This design comes from an exercise in tuning for small area on the open sky130 flow, not from production work. Function was checked by simulation only, so behaviour that the tests miss may differ from the original.

==> inputs of run M <==
==> flow/design.v (excerpt) <==
module eth_crc32_gen (
  input         clk,
  input         rst_n,
  input         data_vld,
  input         data_eop,
  input         data_sop,
  input  [63:0] data_in,
  input  [2:0]  data_be,
  output [31:0] crc_out,
  output reg    crc_vld
);
==> flow/config.mk <==
export PLATFORM = sky130hd
export DESIGN_NAME = eth_crc32_gen
export DESIGN_NICKNAME = eth_crc32_gen
export VERILOG_FILES = /design/flow/design.v
export SDC_FILE = /design/flow/constraint.sdc
export NUM_CORES = 4
export LEC_CHECK = 0
export CAP_MARGIN = 20
export CORE_MARGIN = 2
export CORE_UTILIZATION = 40
export SETUP_SLACK_MARGIN = 0.4
export SLEW_MARGIN = 20
export SYNTH_HIERARCHICAL = 1
export SYNTH_MINIMUM_KEEP_SIZE = 0
==> flow/constraint.sdc <==
create_clock -name core_clock -period 9.0 [get_ports {clk}]
set_input_delay 1.8000 -clock core_clock [delete_from_list [all_inputs] [get_ports {clk}]]
set_output_delay 1.8000 -clock core_clock [all_outputs]
set_load 0.01 [all_outputs]
run.sh (not shown) runs the stock make flow with config.mk's settings and CLKGATE_MAP_FILE= SYNTH_SCRIPT=/design/flow/synth_recipe.tcl, a recipe that flattens the netlist after the stock synthesis.
==> run P: changes against run M <==
==> flow/flow/run.sh (new file) <==
#!/bin/bash
# The standard layout, except that the port buffers are plain buf_1 cells
# (buffer_ports otherwise picks clkdlybuf4s50_1, which is 2.7x larger).
# Every port still gets its own buffer. All output goes to standard.log.
set -euo pipefail
export BUFFER_PORTS_ARGS="-buffer_cell sky130_fd_sc_hd__buf_1"
bash standard.sh > standard.log 2>&1
==> flow/standard.sh (new file) <==
#!/bin/bash
# synth_recipe.tcl (not shown) runs the flow's synth.tcl, then flattens the netlist and writes it again
# the make line also repeats each setting of config.mk as NAME=value (left out here)
make -C /OpenROAD-flow-scripts/flow DESIGN_CONFIG=/design/flow/config.mk WORK_HOME=/design/flow/orfs CLKGATE_MAP_FILE= SYNTH_SCRIPT=/design/flow/synth_recipe.tcl "${@:-finish}"
removed: flow/run.sh
==> summary.txt <==
Run P went through all stages and came out clean. Run M produced a clean layout.
Of run M and run P, run M has the higher first-iteration DRC count (gap 5.4%, measured against run P).
Against run M, the routed wire length of run P is lower by 4.1%.
In critical path depth, run M and run P do not differ.
Of run P and run M, run P has the higher fmax (gap about 6.6%, measured against run M).
Against run M, the worst hold slack of run P is better by 68 ps.


==> xenon: inputs <==
eth_crc32_gen, a different RTL version from the one above (not shown whole).
## eth_crc32_gen
module eth_crc32_gen (
  input         clk,
  input         rst_n,
  input         data_vld,
  input         data_eop,
  input         data_sop,
  input  [63:0] data_in,
  input  [2:0]  data_be,
  output [31:0] crc_out,
  output reg    crc_vld
);
export LEC_CHECK = 0
export CAP_MARGIN = 20
export CORE_MARGIN = 2
export CORE_UTILIZATION = 40
export SETUP_SLACK_MARGIN = 0.4
export SLEW_MARGIN = 20
export SYNTH_HIERARCHICAL = 1
export SYNTH_MINIMUM_KEEP_SIZE = 0
create_clock -name core_clock -period 9.0 [get_ports {clk}]
standard.sh (not shown) runs the stock make flow with config.mk's settings and CLKGATE_MAP_FILE= SYNTH_SCRIPT=/design/flow/synth_recipe.tcl, a recipe that flattens the netlist after the stock synthesis.
==> flow/flow/run.sh <==
#!/bin/bash
# The standard layout, except:
#  - the port buffers are plain buf_1 cells (buffer_ports otherwise picks
#    clkdlybuf4s50_1, 2.7x larger); every port still gets its own buffer;
#  - clock tree: clkbuf_8 buffers and no dummy loads.
# All output goes to standard.log (ORFS's own logs are under orfs/logs).
set -euo pipefail
export BUFFER_PORTS_ARGS="-buffer_cell sky130_fd_sc_hd__buf_1"
export CTS_ARGS="-sink_clustering_enable -repair_clock_nets -dont_use_dummy_load -buf_list sky130_fd_sc_hd__clkbuf_8"
bash standard.sh > standard.log 2>&1
==> delta: changes against xenon <==
--- a/flow/flow/run.sh
+++ b/flow/flow/run.sh
@@ -8,3 +8,3 @@
 export BUFFER_PORTS_ARGS="-buffer_cell sky130_fd_sc_hd__buf_1"
-export CTS_ARGS="-sink_clustering_enable -repair_clock_nets -dont_use_dummy_load -buf_list sky130_fd_sc_hd__clkbuf_8"
+export CTS_ARGS="-sink_clustering_enable -repair_clock_nets -dont_use_dummy_load -buf_list sky130_fd_sc_hd__clkbuf_8 -sink_clustering_size 50 -sink_clustering_max_diameter 400"
 bash standard.sh > standard.log 2>&1
==> results.yml <==
run_status:
  outcome: "no timing/DRC/antenna violations"
yosys:
  post_synth_inst_count: 714
  syn_avg_cell_area_um2: 8.67
final_layout:
  most-common-layout-cells: "xor2_1, buf_1, nand2_1"
  max_reg_flops: 32
  instances_no_fill: 1022
detailed_routing:
  number_of_detailed_route_iterations_in_the_first_pass: 11
setup_path:
  worst_path_dominant_cell_family: "XOR/XNOR gates"
placed_design:
  finalWeightedCongestion: 1.08
floorplanning:
  placeableCoreArea_um2: 15100
grt:
  grt_antenna_before_repair: 0
(the above is from delta)
==> results.yml <==
yosys:
  post_synth_inst_count: 714
  syn_avg_cell_area_um2: 8.67
final_layout:
  most-common-layout-cells: "xor2_1, buf_1, nand2_1"
  max_reg_flops: 32
  instances_no_fill: 1022
run_status:
  outcome: "no timing/DRC/antenna violations"
placed_design:
  finalWeightedCongestion: 1.08
floorplanning:
  placeableCoreArea_um2: 15100
detailed_routing:
  number_of_detailed_route_iterations_in_the_first_pass: 11
(the above is from xenon)


==> run A <==
eth_crc32_gen, a different RTL version from the one above (not shown whole).
Design eth_crc32_gen, start of the top module:
module eth_crc32_gen (
  input         clk,
  input         rst_n,
  input         data_vld,
  input         data_eop,
  input         data_sop,
  input  [63:0] data_in,
  input  [2:0]  data_be,
  output [31:0] crc_out,
  output reg    crc_vld
);
export LEC_CHECK = 0
export CAP_MARGIN = 20
export CORE_MARGIN = 2
export CORE_UTILIZATION = 65
export SETUP_SLACK_MARGIN = 0.4
export SLEW_MARGIN = 20
export SYNTH_HIERARCHICAL = 1
export SYNTH_MINIMUM_KEEP_SIZE = 0
create_clock -name core_clock -period 9.0 [get_ports {clk}]
==> flow/flow/run.sh <==
#!/bin/bash
# The standard layout, except:
#  - the port buffers are plain buf_1 cells (buffer_ports otherwise picks
#    clkdlybuf4s50_1, 2.7x larger); every port still gets its own buffer;
#  - clock tree: clkbuf_8 buffers and no dummy loads.
# All output goes to standard.log (ORFS's own logs are under orfs/logs).
set -euo pipefail
export BUFFER_PORTS_ARGS="-buffer_cell sky130_fd_sc_hd__buf_1"
export CTS_ARGS="-sink_clustering_enable -repair_clock_nets -dont_use_dummy_load -buf_list sky130_fd_sc_hd__clkbuf_8"
bash standard.sh > standard.log 2>&1
==> run E (differences from run A) <==
- CORE_UTILIZATION: 65 -> 80
==> summary.txt <==
Global route
  – M3 GR Usage: 0.3525
  – Largest net degree at the start of global routing: 57
  – Met2 usage: 0.8824

Floorplan
  – Initial core utilization: 0.8117
  – Core footprint: 7607 um^2
  – Site Rows: 32

Cells and area
  – Sequential share of cell area: 0.09667
  – Fraction of layout cells with a size suffix above 1: 0.02415
  – Non-filler instance count after layout: 930

Worst setup path
  – R2R Path End: crc_n[30]

Placement
  – Final Wtd Congestion: 1.307

STA
  – Worst Tran Pin Value: roughly 1.2 ns
  – Final period utilization: 0.8449

Route
  – WL final: between 20 and 30 mm
  – Routed length per placed instance: roughly 29 um
  – Number of iterations in the first detailed-routing pass: 23
  – Uppermost layer routed: met5
  – Vias: ~7300

Run status
  – Outcome: complete, no violations
-- figures above: run E

==> summary.txt <==
Global route
  – GR Util met1: 0.6188
  – Met2 usage: 0.7010
  – Largest net degree at the start of global routing: 65

Cells and area
  – Top cell category: multi-input combinational cells
  – Fraction of layout cells with a size suffix above 1: 0.02651

Route
  – Routed length per placed instance: roughly 26 um
  – WL final: 24.88 mm
  – Number of iterations in the first detailed-routing pass: 12
  – Vias: approximately 6700
  – Uppermost layer routed: met4

STA
  – Worst Tran Pin Value: ~1.1 ns

Logic synthesis
  – Synth Area in XOR/XNOR: 0.6426

Run status
  – Outcome: complete, no violations

Floorplan
  – Site Rows: 35
  – Core footprint: approximately 9200 um^2
  – Initial core utilization: 0.6682

Placement
  – DP Cell Count: around 950

Worst setup path
  – Crit path launch: data_sop
-- figures above: run A



==> inputs of job 1127 <==
Another version of the RTL of eth_crc32_gen (not shown whole).
==> flow/config.mk <==
export PLATFORM = sky130hd
export DESIGN_NAME = eth_crc32_gen
export DESIGN_NICKNAME = eth_crc32_gen
export VERILOG_FILES = /design/flow/design.v
export SDC_FILE = /design/flow/constraint.sdc
export NUM_CORES = 4
export LEC_CHECK = 0
export CAP_MARGIN = 0
export CORE_MARGIN = 2
export CORE_UTILIZATION = 40
export SETUP_SLACK_MARGIN = 0.4
export SLEW_MARGIN = 0
export SYNTH_HIERARCHICAL = 1
export SYNTH_MINIMUM_KEEP_SIZE = 0
==> flow/constraint.sdc <==
create_clock -name core_clock -period 9.0 [get_ports {clk}]
set_input_delay 1.8000 -clock core_clock [delete_from_list [all_inputs] [get_ports {clk}]]
set_output_delay 1.8000 -clock core_clock [all_outputs]
set_load 0.01 [all_outputs]
==> flow/flow/run.sh <==
#!/bin/bash
# The standard layout, except that the port buffers are plain buf_1 cells
# (buffer_ports otherwise picks clkdlybuf4s50_1, which is 2.7x larger).
# Every port still gets its own buffer. All output goes to standard.log.
set -euo pipefail
export BUFFER_PORTS_ARGS="-buffer_cell sky130_fd_sc_hd__buf_1"
bash standard.sh > standard.log 2>&1
==> job 9396: changes against job 1127 <==
CAP_MARGIN = 20   (was 0)
CTS_BUF_LIST = sky130_fd_sc_hd__clkbuf_8   (was unset)
SLEW_MARGIN = 20   (was 0)
==> job 1609: changes against job 1127 <==
CAP_MARGIN = 20   (was 0)
SLEW_MARGIN = 20   (was 0)
==> impl_metrics.json <==
{
  "grtUsageMet1": 0.458,
  "fin_hold_ws_ns": 1.22,
  "wl_met1_mm": 12.1,
  "status": "finished clean",
  "vias_per_cell": 5.83,
  "fmaxAchievable_mhz": 150,
  "layout.nets": 936,
  "crit_arrival_ns": 6.88,
  "grt_pass1_wl_mm": 38.4,
  "fill_cells": 1588,
  "clk_latency_ns": 0.30,
  "grt.met2_usage": 0.484,
  "drive_above_1_share": 0.0335,
  "grt_pass1_vias": 5740
}
That was job 1127.
==> impl_metrics.json <==
{
  "status": "finished clean",
  "fin_hold_ws_ns": 1.23,
  "grt_pass1_vias": 5755,
  "grtUsageMet1": 0.460,
  "fill_cells": 1597,
  "drive_above_1_share": 0.0346,
  "vias_per_cell": 5.83,
  "crit_arrival_ns": 6.86,
  "layout.nets": 937
}
That was job 9396.
==> impl_metrics.json <==
{
  "vias_per_cell": 5.83,
  "drive_above_1_share": 0.0346,
  "status": "finished clean",
  "grt_pass1_vias": 5740,
  "grt_pass1_wl_mm": 38.4,
  "fill_cells": 1589,
  "fmaxAchievable_mhz": 150,
  "crit_arrival_ns": 6.91,
  "wl_met1_mm": 12.1,
  "grt.met2_usage": 0.484
}
That was job 1609.

re-timing with driven ports:
Ports are ideal in the flow. The routed layouts listed here were re-timed in OpenROAD.
Step 1, drivers: a clkbuf_16 drives clk and a buf_2 each remaining input, both assumed.
Step 2 also shifts input and output timing later by t, the mid clock arrival at the registers, as if the neighbouring blocks saw the same clock.
Slacks: ideal / step 1 / step 2; pairs: ideal / step 1.
| run | t (ns) | setup slack, ns | hold slack, ns | worst setup path after step 2 | worst register clock-pin slew, ns |
|---|---|---|---|---|---|
| run M | 0.335 | 2.178 / 2.191 / 1.856 | 1.132 / 1.132 / 1.132 | input to register | 0.07 / 0.07 |
| run P | 0.329 | 2.598 / 2.618 / 2.290 | 1.200 / 1.200 / 1.200 | input to register | 0.07 / 0.07 |
| xenon | 0.319 | 2.097 / 2.110 / 1.791 | 1.194 / 1.194 / 1.194 | input to register | 0.07 / 0.07 |
| delta | 0.319 | 2.097 / 2.110 / 1.791 | 1.194 / 1.194 / 1.194 | input to register | 0.07 / 0.07 |
| run A | 0.322 | 1.753 / 1.766 / 1.444 | 1.244 / 1.244 / 1.244 | input to register | 0.09 / 0.09 |
| run E | 0.329 | 1.396 / 1.410 / 1.081 | 1.306 / 1.306 / 1.306 | input to register | 0.09 / 0.09 |
| job 1127 | 0.333 | 2.344 / 2.359 / 2.027 | 1.224 / 1.224 / 1.224 | input to register | 0.07 / 0.07 |
| job 9396 | 0.352 | 2.403 / 2.417 / 2.064 | 1.230 / 1.230 / 1.230 | input to register | 0.09 / 0.09 |
| job 1609 | 0.333 | 2.322 / 2.337 / 2.004 | 1.225 / 1.225 / 1.225 | input to register | 0.07 / 0.07 |
After both steps setup and hold are still met in every run listed. For job 9396, which loses most, drivers alone change the setup slack by +0.014 ns; drivers and shift together by -0.339 ns.
